Context: an optimization exercise on an open-source flow, tuned for small area and a short achievable clock period. The choices shown serve that exercise and are no tape-out recipe.
Function was checked by simulation only, so behaviour that the tests miss may differ from the original.
No run shown here takes its clock network from TritonCTS; it comes from the design's own scripts or RTL.
The clock input has no modelled driver; a real chip could not lean on it and would need a root buffer or a full tree.
Power and IR drop assume default switching activity.

==> flow/design.v, too long to show whole: its modules and the start of the top module <==
// module mac16: 1222 lines
// module mac16_fa: 4 lines
// module mac16_pp: 3 lines
// module mac16_ha: 4 lines
module mac16 (
    input             clk,
    input             rst_n,
    input      [15:0] a,
    input      [15:0] b,
    input      [31:0] acc,
    output reg [31:0] out
);
  // ...
==> flow/flow/run.sh <==
#!/bin/bash
# Own layout flow: the standard ORFS flow (standard.sh, synthesis included)
# with two hooks:
#  - flow/resize_hook.tcl, before the placement resizer: port buffer cells and
#    the drive strength of the operand flip-flops;
#  - flow/cts_hook3.tcl, at the start of CTS: a balanced clock tree of
#    inverter pairs (port -> 4 x clkinv_8 -> 4 x clkinv_16 -> flip-flops)
#    instead of TritonCTS's two-level H-tree of buffers.
set -euo pipefail
here=$(pwd)
export PRE_RESIZE_TCL=$here/flow/resize_hook.tcl
export PRE_CTS_TCL=$here/flow/cts_hook3.tcl
bash standard.sh > $here/standard_flow.log 2>&1
==> flow/flow/cts_hook3.tcl <==
# Clock tree of inverter pairs: the clock port drives four clkinv_8 clock
# inverters; each drives one clkinv_16, which drives the clock pins of one
# quarter of the flip-flops (halved at the median x, then at the median y).
# Every flip-flop sees the same two inverters between it and the port, so the
# clock keeps its polarity and the tree is balanced.
set db [ord::get_db]
set block [ord::get_db_block]
set clk_net [$block findNet clk]
set leaf_master [$db findMaster sky130_fd_sc_hd__clkinv_16]
set root_master [$db findMaster sky130_fd_sc_hd__clkinv_8]

set sinks {}
foreach it [$clk_net getITerms] {
  if {[$it isInputSignal]} {
    set loc [[$it getInst] getLocation]
    lappend sinks [list $it [lindex $loc 0] [lindex $loc 1]]
  }
}
proc bisect {items idx depth} {
  if {$depth == 0} { return [list $items] }
  set s [lsort -real -index $idx $items]
  set h [expr {[llength $s] / 2}]
  set nidx [expr {$idx == 1 ? 2 : 1}]
  return [concat [bisect [lrange $s 0 [expr {$h - 1}]] $nidx [expr {$depth - 1}]] \
                 [bisect [lrange $s $h end] $nidx [expr {$depth - 1}]]]
}
proc centre {items} {
  set sx 0; set sy 0
  foreach s $items { set sx [expr {$sx + [lindex $s 1]}]; set sy [expr {$sy + [lindex $s 2]}] }
  set n [llength $items]
  return [list [expr {int($sx / $n)}] [expr {int($sy / $n)}]]
}
set i 0
foreach g [bisect $sinks 1 2] {
  lassign [centre $g] cx cy
  set rinst [odb::dbInst_create $block $root_master "clkinv_r${i}"]
  set rnet [odb::dbNet_create $block "clknet_r${i}"]
  $rnet setSigType CLOCK
  [$rinst findITerm A] connect $clk_net
  [$rinst findITerm Y] connect $rnet
  $rinst setLocation $cx $cy
  $rinst setPlacementStatus PLACED
  set inst [odb::dbInst_create $block $leaf_master "clkinv_l${i}"]
  set net [odb::dbNet_create $block "clknet_l${i}"]
  $net setSigType CLOCK
  [$inst findITerm A] connect $rnet
  [$inst findITerm Y] connect $net
  foreach s $g {
    set it [lindex $s 0]
    $it disconnect
    $it connect $net
  }
  $inst setLocation $cx $cy
  $inst setPlacementStatus PLACED
  puts "cts_hook: clkinv_l${i} drives [llength $g] clock pins"
  incr i
}
$clk_net setSigType CLOCK

# cts.tcl calls repair_clock_inverters and clock_tree_synthesis next; the tree
# is already built (and its inverters must not be cloned per flip-flop).
rename repair_clock_inverters my_unused_repair_clock_inverters
proc repair_clock_inverters {args} { puts "cts_hook: clock inverters kept as built" }
rename clock_tree_synthesis my_unused_clock_tree_synthesis
proc clock_tree_synthesis {args} { puts "cts_hook: clock tree built by flow/cts_hook3.tcl" }
==> flow/flow/resize_hook.tcl <==
# Port buffers: a small buffer on inputs, a faster one on outputs (out[*] drives
# the 10 fF load and sits on the output timing path).
set n_in 0
set n_out 0
foreach inst [get_cells *] {
  set name [get_property $inst name]
  set ref [get_property $inst ref_name]
  if {[regexp {^input[0-9]+$} $name] && [string match "*buf*" $ref]
      && [get_property [get_nets -of_objects [get_pins $name/A]] name] ne "rst_n"} {
    replace_cell $inst sky130_fd_sc_hd__buf_1
    incr n_in
  } elseif {[regexp {^output[0-9]+$} $name] && [string match "*buf*" $ref]} {
    replace_cell $inst sky130_fd_sc_hd__buf_2
    incr n_out
  } elseif {[regexp {^[ab]_r\[[0-9]+\]} $name] && $ref eq "sky130_fd_sc_hd__dfxtp_1"} {
    replace_cell $inst sky130_fd_sc_hd__dfxtp_4
  }
}
puts "resize_hook: $n_in input and $n_out output buffers replaced"
==> flow/standard.sh <==
#!/bin/bash
# synth_recipe.tcl (not shown) runs the flow's synth.tcl, then flattens the netlist and writes it again
# the make line also repeats each setting of config.mk as NAME=value (left out here)
make -C /OpenROAD-flow-scripts/flow DESIGN_CONFIG=/design/flow/config.mk WORK_HOME=/design/flow/orfs CLKGATE_MAP_FILE= SYNTH_SCRIPT=/design/flow/synth_recipe.tcl "${@:-finish}"
==> flow/config.mk <==
export PLATFORM = sky130hd
export DESIGN_NAME = mac16
export DESIGN_NICKNAME = mac16
export VERILOG_FILES = /design/flow/design.v
export SDC_FILE = /design/flow/constraint.sdc
export NUM_CORES = 4
export LEC_CHECK = 0
export CAP_MARGIN = 20
export CORE_MARGIN = 2
export CORE_UTILIZATION = 65
export SLEW_MARGIN = 20
export SYNTH_HIERARCHICAL = 1
export SYNTH_MINIMUM_KEEP_SIZE = 0
==> flow/constraint.sdc <==
create_clock -name core_clock -period 15.0 [get_ports {clk}]
set_input_delay 3.0000 -clock core_clock [delete_from_list [all_inputs] [get_ports {clk}]]
set_output_delay 3.0000 -clock core_clock [all_outputs]
set_load 0.01 [all_outputs]
==> summary.txt, run 1 <==
- The flow ran to the end and the layout has no timing, DRC or antenna violations.
- Synthesis inferred between 150 and 200 register bits.
- The buffers plus inverters on the worst setup path is 1.
- For the combinational group, total power comes out at 1.00 mW.
- The family of cells with the greatest summed delay on the critical path is flip-flops.
- The peak-usage layer in the global routing report is met2.
- The buffers inserted during post-CTS setup optimization is 0.
- The fraction of power spent switching nets is 0.411.
- The data arrival time at the worst-slack endpoint is 640 ps.
- The number of gates resized after CTS was 0.
- On the final layout, the worst clock skew is 16.3 ps.
- The sequential share of cell area is 0.296.
- The count of multi-input combinational gates is around 660.
- In the global route stage, met2 resource usage came out at 0.463.
- The fraction of power consumed by combinational cells is 0.564.
- The type of the setup path with the least slack is flip-flop to output port.
- Dividing the final minimum period by the clock period gives 0.243.
- The met1 global-route usage is 0.418.
- The clock network latency to the later pin of the worst-skew pair is 150 ps.
- The internal portion of the total power is 1.05 mW.
- After routing, the total negative slack on setup checks comes to 0 ps.
- Entering global routing, the biggest net connects 40 pins.
- After filler insertion, the fill cell instance count of the layout stands at 1157.
- For the pin with the worst max-slew slack, the measured transition is 776 ps.
- The share of post-route cells with drive strength above 1 is 0.0918.
- For the worst flop-to-flop path, the logic depth is 7.
- The count of pins over their slew limit is 0.
- The number of buffer cells added on primary ports is between 90 and 100.
- Of all flip-flops after synthesis, the portion carrying an async set or reset was 0.221.
- The destination of the worst hold path is v2$_DFF_PN0_.
- The data required time at the worst endpoint is 12000 ps.
- The area growth from synthesis to layout is 9.42%.
- The category of the worst setup path launch point is a flip-flop.
- The top fanout value on the critical path is 1.
- The worst min-delay path class is flip-flop to flip-flop.
- sky130_fd_sc_hd__nor2_1 is the most common cell in the netlist.
==> run 2: changes to the inputs <==
--- a/flow/flow/resize_hook.tcl
+++ b/flow/flow/resize_hook.tcl
@@ -18,2 +18,22 @@
 }
 puts "resize_hook: $n_in input and $n_out output buffers replaced"
+
+# Logic cells that synthesis sized up (_2, _4, ...) go back to their smallest
+# drive strength: the clock period leaves every such path far from critical.
+set n_down 0
+foreach inst [get_cells *] {
+  set ref [get_property $inst ref_name]
+  if {[regexp {^(sky130_fd_sc_hd__([a-z0-9]+))_([0-9]+)$} $ref -> base func drive]
+      && $drive > 1
+      && ![regexp {^(df|sdf|edf|dl|buf|clk|inv|bufinv|conb|tap|fill|decap|fa|ha)} $func]} {
+    foreach small {1 0} {
+      set lib_cell [get_lib_cells -quiet */${base}_${small}]
+      if {$lib_cell ne ""} {
+        replace_cell $inst [get_property $lib_cell name]
+        incr n_down
+        break
+      }
+    }
+  }
+}
+puts "resize_hook: $n_down logic cells set to their smallest size"
--- a/flow/config.mk
+++ b/flow/config.mk
@@ -6,4 +6,5 @@
 export NUM_CORES = 4
 export LEC_CHECK = 0
+export ABC_AREA = 1
 export CAP_MARGIN = 20
 export CORE_MARGIN = 2
==> run 2 against run 1 <==
  * First-iteration DRC count fell by 34%
  * Power fell by 4.0%
  * Die area rose by 1.4%
  * Critical path type unchanged
  * Fmax rose by 0.16%
  * Critical endpoint is now out[25]
  * Sequential share of layout area fell by 0.068 points
==> summary.txt, run 2 <==
- At the end of routability-driven placement, the weighted congestion stood at approximately 0.90.
- The portion of synthesized area spent on multiplexers is 0.
- After synthesis the cells add up to 10600 um^2.
- The flow ran to the end and the layout has no timing, DRC or antenna violations.
- The buffers plus inverters on the worst setup path is 1 (unchanged).
- The top fanout value on the critical path is 1 (unchanged).
- The largest net degree at the start of global routing came to 40 (unchanged).
- The clock power share is 0.098.
- The accumulated negative setup slack is 0 ps (unchanged).
- The proportion of register bits with asynchronous set or reset after synthesis is 0.221 (unchanged).
- Counting flops with a built-in enable in the synthesized netlist gives 0.
- The category of the worst setup path launch point is a flip-flop.
- The net switching component of the power is approximately 720 uW.
- The wire length of the first global-routing pass is 36.1 mm.
- The post-CTS clock slew at the launch and capture registers of the worst setup and hold paths is 80 ps.
- The worst-case IR drop observed on VDD is 0.0000760 V.
- The family of cells with the greatest summed delay on the critical path is flip-flops.
- The largest area contributor in the synthesized netlist is sky130_fd_sc_hd__fa_1.
- The final total power is between 1.5 and 2 mW.
- The time the final worst path needs with I/O delays and setup is 3630 ps.
- Of the total synthesized cell area, the portion taken by full adders, half adders and majority gates is 0.492.
- The share of post-route cells with drive strength above 1 was 0.0736 (-0.0181).
- In the final layout, the registers with the most flip-flops are acc_r (32), out (32), x_r (25).
- The worst setup path is of the flip-flop to output port kind.
- The data arrival time at the worst-slack endpoint is 630 ps (about the same).
- The placeable core area is between 15000 and 20000 um^2.
- The clock network latency to the later pin of the worst-skew pair is 150 ps (about the same).
- The number of flip-flops and latches in the synthesized netlist is 154 (unchanged).
- Once detail routing completed, the nets flagged for antenna violations numbered 0.
- The fraction of power spent switching nets is 0.423 (+0.0120).
- The number of buffers inserted by hold repair at cts is 0.
- The simple-gate share of the synthesized area is 0.144.
- The combinational family with the most area after synthesis is adder cells.
- Setup violations remaining at the end of the flow were counted as 0.
- Detailed placement ended at an HPWL of 16.3 mm.
- Yosys instantiated no cell more often than sky130_fd_sc_hd__nor2_1.
- The library cells used most frequently in the layout, excluding fill and tap cells, are 289 x sky130_fd_sc_hd__nor2_1, 235 x sky130_fd_sc_hd__fa_1, 88 x sky130_fd_sc_hd__dfxtp_1.
- The total wirelength of the detailed-routed design is 21.7 mm.
- The type of element capturing the critical path is an output port.
- The library cell used most frequently in the layout, excluding fill and tap cells, is sky130_fd_sc_hd__nor2_1.
- In the global route stage, overall resource usage came out at 0.265.
- The destination of the worst hold path is v2$_DFF_PN0_.
- Using the TritonRoute via totals, the vias-per-cell ratio works out to between 5 and 6.
- The delay of the slowest critical-path stage is 370 ps.
- For this run, the number of Yosys warnings is 7.
- The slowest stage of the critical path is the sky130_fd_sc_hd__dfrtp_1 cell.
- just under 100 I/O pins were placed.
- The average wire length per cell after detail routing is 17.4 um.
- Of the total power, registers draw 0.353.
- The beginning of the worst hold path is v1$_DFF_PN0_.
- The floorplan step set the die height to 132 um.
- The final clock skew is 10.3 ps (-6.03 ps).
- The post-detailed-route DRC marker count is 0.
- Of the total synthesized cell area, the portion taken by XOR and XNOR cells is 0.00580.
- Power spread over the standard cell area amounts to 149 nW/um^2.
- Yosys attributes the largest share of cell area to sky130_fd_sc_hd__fa_1 44%, sky130_fd_sc_hd__dfxtp_1 23%, sky130_fd_sc_hd__nor2_1 10%.
- The number of global-route vias before repair is ~7000.
- The cell internal power dissipation is 987 uW (-5.9%).
- Among all flip-flop cells after synthesis, the most frequent one is sky130_fd_sc_hd__dfxtp_1.
- Counting instances in the post-synthesis netlist gives the leading cell types as 287 x sky130_fd_sc_hd__nor2_1, 235 x sky130_fd_sc_hd__fa_1, 120 x sky130_fd_sc_hd__dfxtp_1.
- The number of buffer cells added on primary ports is 97 (unchanged).
- The netlist uses 32 different library cells.
- The worst relative slew slack is 0.592.
- The launching point of the worst reg2reg path is a_r[1]$_DFF_P_.
- The net count of the finished layout is approximately 1400.
- Walking the worst path, the cells encountered are buf_2.
- When the netlist entered floorplanning its net count stood at between 1000 and 1500.
- The buffers inserted during post-CTS setup optimization came to 0 (unchanged).
- The min-delay analysis places its worst path in the category flip-flop to flip-flop.
- The count of pins over their slew limit came to 0 (unchanged).
- The synthesized netlist cell count is 928.
- The number of antenna violations at the first check in global routing is 0.
- The fraction of power consumed by combinational cells was 0.550 (-0.014).
- The final worst-path cycle share was 0.242 (-0.000380).
- The starting density of the core is 0.666.
- The total overflow reported by the global router is 0.
- The number of antenna diodes in the final layout is 0.
- The number of hold-slack violations in the final timing report is 0.
- The average cell area after synthesis is 11.4 um^2.
- The complex-gate fraction of the synthesized area is 0.0198.
- The slew at the pin closest to its max-slew limit is 612 ps (-164 ps).
- The tool flagged a number of max-cap violations equal to 0.
- The maximum clock frequency is about 280 MHz.
- Setup repair after global routing left no endpoint under its margin.
- The detailed router finished its first iteration with 387 violations.
- The total of cells resized after clock tree synthesis is 0 (unchanged).
- The worst reg-to-reg path cell count is 8 (+1).
- Setup slack on the worst reg-to-reg path comes out at approximately 11000 ps.
- The area growth from synthesis to final layout is 8.14%.
- For this run, the register share of the synthesized area comes to 0.308.
- The capture point of the worst reg-to-reg path is x_r[18]$_DFF_P_.
- The cell leakage power is between 5 and 6 nW.
- The floorplan die width is 132 um.
- The first-pass detailed-route iteration total is 5.
- The share of the synthesized area in the top cell type is 0.445.
- The total die area is 17300 um^2.
- The number of rows in the core area is 46.
- The total vias in the final route is 6632.
- The data required time at the worst endpoint is 12000 ps (about the same).
- Hold timing on the final database bottoms out at a slack of 373 ps.
- The cell count of the worst hold path is 0.
==> run 2: cell types whose count changed in the layout (fill, tap and decap cells not counted), moves of 12 or more <==
cell and change:
sky130_fd_sc_hd__a21oi_1 +17, sky130_fd_sc_hd__nor2_1 +29, sky130_fd_sc_hd__nand2_1 +54, sky130_fd_sc_hd__inv_1 +36
sky130_fd_sc_hd__and2_1 -25, sky130_fd_sc_hd__xnor2_1 -12
==> run 2: Yosys stat by module (local to each module, per instance) <==
module    flops+latches  cell area, um^2
mac16_ha              0             12.5
mac16_pp              0             3.75
mac16               154             4790
mac16_fa              0             20.0
==> run 2: power by group through the flow <==
stage / clock network [mW] / logic, mW / registers, mW
after CTS: 0.137 / 0.938 / 0.612
final: 0.167 / 0.940 / 0.603
after global routing: 0.196 / 1.09 / 0.617
after detailed placement: 0 / 0.935 / 0.611
after global placement: 0 / 1.00 / 0.612
after floorplan: 0 / 0.711 / 0.609
==> run 2: layout make-up <==
class	instances	area, um^2
inverter	89	489
tap	216	270
fill	1181	4450
timing repair buffer	99	425
sequential	154	3370
multi-input combinational	690	6880
==> run 2: cells by family (layout without fill, tap and decap cells) <==
logic type | count (synthesis) | in the layout
buffers and inverters | 84 | 188
other | 1 | 1
DFF | 154 | 154
adders and majority gates | 275 | 275
AOI/OAI and AO/OA | 36 | 36
xor gates and xnor gates | 7 | 7
and+or+nand+nor | 371 | 371
==> run 2: through the flow <==
stage / setup slack (ps) / utilization / cell area, um^2 / instances
floorplan: 11520 / - / 10600 / 928
global placement: 11140 / 0.744 / 11800 / 1240
detailed placement: 11270 / 0.708 / 11300 / 1240
CTS: 11270 / 0.720 / 11400 / 1248
global route: 11310 / 0.720 / 11400 / 1248
finish: 11370 / 0.720 / 11400 / 1248
==> run 2: worst max path at each step <==
| stage | startpoint | endpoint | slack (ps) | depth (start not counted) |
|---|---|---|---|---|
| 6_report | out[25]$_DFF_PN0_ | out[25] | 11370 | 1 |
| 5_1_grt | out[18]$_DFF_PN0_ | out[18] | 11310 | 1 |
| 4_1_cts | rst_n | out[30]$_DFF_PN0_ | 11270 | 2 |
| 3_5_place_dp | rst_n | out[30]$_DFF_PN0_ | 11270 | 2 |
| 3_3_place_gp | b_r[14]$_DFF_P_ | x_r[15]$_DFF_P_ | 11140 | 7 |
| 2_1_floorplan | b_r[3]$_DFF_P_ | x_r[16]$_DFF_P_ | 11520 | 7 |
==> run 2: per-layer routing <==
layer | track usage | vias up | wire length [um]
li1 | - | 3002 | -
met1 | 0.398 | 3243 | 9180
met2 | 0.405 | 356 | 9720
met3 | 0.0610 | 31 | 2350
met4 | 0.0543 | 0 | 442
met5 | 0 | - | 0
==> run 3: changes to the inputs <==
--- a/flow/config.mk
+++ b/flow/config.mk
@@ -6,5 +6,4 @@
 export NUM_CORES = 4
 export LEC_CHECK = 0
-export ABC_AREA = 1
 export CAP_MARGIN = 20
 export CORE_MARGIN = 2
==> run 3 against run 2 <==
  * Sequential share of layout area up 0.24 points
  * Critical path depth stayed put
  * Power is 2.8% higher
  * Critical endpoint is now out[9]
  * Largest cell class unchanged
==> summary.txt, run 3 <==
- The aggregate global-route resource usage is 0.288 (+0.0226).
- The via count normalized by instance count is 5.63 (+5.9%).
- The cell leakage power is 5.16 nW (-5.4%).
- The net count of the finished layout is 1302 (-5.3%).
- The fraction of power consumed by combinational cells is 0.558 (+0.008).
- The share of synthesized area spent on multiplexers was 0.00192 (+0.00192).
- The wire length of the first global-routing pass is 37.1 mm (+2.8%).
- The clock power share is 0.096 (-0.002).
- The number of rows in the core area came to 46 (unchanged).
- The worst reg-to-reg path cell count is 7 (-1).
- Traced cell by cell, the critical path runs through buf_2.
- The synthesized netlist cell count came to 856 (-7.8%).
- The category of the worst setup path launch point is a flip-flop.
- The data required time at the worst endpoint came to 12000 ps (about the same).
- The placeable core area is 15800 um^2 (-0.72%).
- The final antenna-violating net count is 0 (unchanged).
- The first-pass detailed-route iteration total came to 6 (+1).
- The buffers plus inverters on the worst setup path is 1 (unchanged).
- The cell count of the worst hold path came to 0 (unchanged).
- The count of routing violations after the opening detailed-route iteration is 504 (+30%).
- The largest area contributor in the synthesized netlist is sky130_fd_sc_hd__fa_1.
- The number of antenna violations at the first check in global routing was 0 (unchanged).
- Counting instances in the post-synthesis netlist gives the leading cell types as 260 x sky130_fd_sc_hd__nor2_1, 235 x sky130_fd_sc_hd__fa_1, 120 x sky130_fd_sc_hd__dfxtp_1.
- The final clock skew is 16.1 ps (+5.78 ps).
- The run finished with no timing, DRC or antenna violations.
- The accumulated negative setup slack came to 0 ps (unchanged).
- The simple-gate share of the synthesized area is 0.128 (-0.0169).
- The sequential cell fraction of total power is 0.346 (-0.007).
- The time the final worst path needs with I/O delays and setup came to 3630 ps (-1.30 ps).
- The buffers inserted during post-CTS setup optimization is 0 (unchanged).
- The combined area of all synthesized cells was 10400 um^2 (-1.4%).
- The proportion of register bits with asynchronous set or reset after synthesis is 0.221 (unchanged).
- The launching element of the worst setup path is out[9]$_DFF_PN0_.
- The share of post-route cells with drive strength above 1 came to 0.0761 (+0.00248).
- The max-cap check violation count is 0 (unchanged).
- The average wire length per cell after detail routing is 19.9 um (+14%).
- The most frequent cell after synthesis is sky130_fd_sc_hd__nor2_1.
- The total die area was 17100 um^2 (-1.3%).
- The number of failing setup endpoints in the final timing report came to 0 (unchanged).
- The placer congestion estimate was 0.927 (+3.0%).
- The warning count from the yosys run is 7 (unchanged).
- In the post-synthesis netlist, the biggest area contributors are sky130_fd_sc_hd__fa_1 45%, sky130_fd_sc_hd__dfxtp_1 23%, sky130_fd_sc_hd__nor2_1 9.4%.
- The cell internal power dissipation is 1.04 mW (+5.5%).
- The number of inserted filler cells in the final layout is 1163 (-1.5%).
- The total of cells resized after clock tree synthesis was 0 (unchanged).
- The fraction of power spent switching nets is 0.408 (-0.0149).
- The type of element capturing the critical path is an output port.
- The complex-gate fraction of the synthesized area was 0.0276 (+0.00784).
- The die extent in y is 131 um (-0.68%).
- The synthesized netlist net count is 1197 (-5.7%).
- The delay of the slowest critical-path stage is 360 ps (about the same).
- The family of cells with the greatest summed delay on the critical path is flip-flops.
- The worst hold slack is 359 ps (-14.0 ps).
- The net switching component of the power came to 717 uW (-0.80%).
- The slew at the pin closest to its max-slew limit is 792 ps (+180 ps).
- The worst supply voltage drop on vdd is 0.0000851 V (+12%).
- The number of global-route vias before repair is 7201 (+2.6%).
- The top-level I/O count is 98 (unchanged).
- The post-CTS clock slew at the launch and capture registers of the worst setup and hold paths is 80 ps (about the same).
- The number of buffer cells added on primary ports was 97 (unchanged).
- The number of enable-type register cells in the synthesized netlist is 0 (unchanged).
- The worst relative slew slack is 0.472 (-0.120).
- The maximum clock frequency came to 275 MHz (about the same).
- The largest individual stage delay along the critical path comes from the cell sky130_fd_sc_hd__dfrtp_1.
- The clock network latency to the later pin of the worst-skew pair is 140 ps (about the same).
- Setup repair after global routing left no endpoint under its margin.
- The number of antenna diodes was 0 (unchanged).
- The total overflow reported by the global router is 0 (unchanged).
- The average cell area after synthesis came to 12.2 um^2 (+6.9%).
- The largest registers in the layout are acc_r (32), out (32), x_r (25).
- The commonest register cell after synthesis is sky130_fd_sc_hd__dfxtp_1.
- The part of the Yosys area used for sequential elements is 0.312 (+0.00435).
- The fraction of the mapped netlist area in adder cells is 0.499 (+0.00697).
- The share of the synthesized area in the top cell type is 0.451 (+0.00630).
- The total wirelength of the detailed-routed design is 23.3 mm (+7.6%).
- The top fanout value on the critical path is 1 (unchanged).
- The beginning of the worst hold path is v1$_DFF_PN0_.
- The launching point of the worst reg2reg path is b_r[5]$_DFF_P_.
- The worst min-delay path class is flip-flop to flip-flop.
- The combinational family with the most area after synthesis is adder cells.
- The top cell types in the final layout, fill and taps aside, are 261 x sky130_fd_sc_hd__nor2_1, 235 x sky130_fd_sc_hd__fa_1, 88 x sky130_fd_sc_hd__dfxtp_1.
- The final worst-path cycle share is 0.242 (about the same).
- The starting density of the core came to 0.661 (-0.00450).
- The number of flip-flops and latches in the synthesized netlist is 154 (unchanged).
- Leaving out fill and tap cells, the most frequent cell in the layout is sky130_fd_sc_hd__nor2_1.
- The total vias in the final route is 6611 (-0.32%).
- The critical path depth came to 1 (unchanged).
- The number of buffers inserted by hold repair at cts is 0 (unchanged).
- The count of pins over their slew limit is 0 (unchanged).
- The number of hold-slack violations in the final timing report was 0 (unchanged).
- The critical path is of the flip-flop to output port type.
- The floorplan die width came to 131 um (-0.68%).
- The largest net degree at the start of global routing is 40 (unchanged).
- Relative to the synthesized area, the layout overhead comes to 8.79%.
- The power density over cell area is 155 nW/um^2 (+3.7%).
- The xor/xnor cell area share of the yosys netlist is 0.0151 (+0.00932).
- The detailed placement HPWL is 17.5 mm (+7.5%).
- The post-detailed-route DRC marker count is 0 (unchanged).
- The data arrival time at the worst-slack endpoint is 630 ps (about the same).
- The count of different cell masters after synthesis was 40 (+25%).
[run 3: cell types whose count changed in the layout (fill, tap and decap cells not counted), moves of 11 or more]
cell                      previous run  this run
sky130_fd_sc_hd__and2_1              0        25
sky130_fd_sc_hd__xnor2_1             2        14
sky130_fd_sc_hd__nor2_1            289       261
sky130_fd_sc_hd__inv_1              79        43
sky130_fd_sc_hd__a21oi_1            29        18
sky130_fd_sc_hd__nand2_1            64        10
[run 3: cell families (layout without fill, tap and decap cells)]
family	count (synthesis)	after routing
AOI/OAI and AO/OA	40	40
and+or+nand+nor	320	320
xor gates and xnor gates	18	18
DFF	154	154
muxes	2	2
other	1	1
adders and majority gates	275	275
buffers and inverters	46	149
[run 3: metrics by stage]
| step | power, mW | setup WS, ps | instance area [um^2] | cells | utilization |
|---|---|---|---|---|---|
| after floorplan | 1.31 | 11520 | 10400 | 856 | - |
| after detailed placement | 1.58 | 11290 | 11200 | 1167 | 0.708 |
| final | 1.76 | 11370 | 11300 | 1175 | 0.720 |
| after global routing | 1.93 | 11330 | 11300 | 1175 | 0.720 |
| after global placement | 1.60 | 11150 | 11700 | 1167 | 0.740 |
| after CTS | 1.73 | 11290 | 11300 | 1175 | 0.720 |
[run 3: final cells by class]
type | count | area [um^2] | area share
multi-input cells | 656 | 6940 | 0.612
inverters | 51 | 347 | 0.0305
well taps | 216 | 270 | 0.0238
repair buffers | 98 | 418 | 0.0368
flip-flops and latches | 154 | 3370 | 0.297
[run 3: path summary, 6_finish.rpt]
check,to,slack [ps]
max,out[9],11370
min,v2$_DFF_PN0_,360
max reg2reg,x_r[18]$_DFF_P_,11440
min reg2reg,v2$_DFF_PN0_,360
max in group asynchronous,out[28]$_DFF_PN0_,11470
min in group asynchronous,out[6]$_DFF_PN0_,3240
[run 3: modules after synthesis (local to each module, per instance)]
module	cells	area, um^2	flip-flops and latches
mac16	352	4640	154
mac16_fa	1	20.0	0
mac16_ha	1	12.5	0
mac16_pp	1	3.75	0
[run 3: power by group through the flow]
stage	Sequential [mW]	Clock, mW	Combinational (mW)
floorplan	0.609	0	0.705
global placement	0.615	0	0.989
detailed placement	0.616	0	0.969
CTS	0.617	0.137	0.975
global route	0.620	0.192	1.12
finish	0.609	0.169	0.981
[run 3: layer usage]
layer | routed length (um) | track usage
met1 | 9510 | 0.405
met2 | 10800 | 0.462
met3 | 2390 | 0.0676
met4 | 638 | 0.0745
met5 | 0 | 0

[re-timing with driven ports]
How much do the figures lean on ideal ports? The routed layouts below were timed once more, with nothing changed but the port constraints.
Step 1 sets driving cells, clkbuf_16 on the clock port and buf_2 on the other inputs (assumed; they add their load-dependent delay and slew).
Step 2 moves the port delays by t, midway between the first and last clock arrival at a register: inputs arrive t later, outputs are due t later. That takes back most of the time a late clock gives input paths.
Slacks: ideal ports / drivers / drivers and shift; pairs: ideal ports / drivers.
| run | shift t [ns] | setup WS [ns] | slew at the worst register clock pin (ns) |
|---|---|---|---|
| run 1 | 0.294 | 11.362 / 11.204 / 11.305 | 0.09 / 0.09 |
| run 2 | 0.297 | 11.368 / 11.210 / 11.298 | 0.09 / 0.09 |
| run 3 | 0.298 | 11.369 / 11.207 / 11.307 | 0.09 / 0.09 |
After both steps setup and hold are still met in every run listed. For run 2, which loses most, drivers alone change the setup slack by -0.158 ns; drivers and shift together by -0.070 ns. Setup slack includes reset recovery checks.
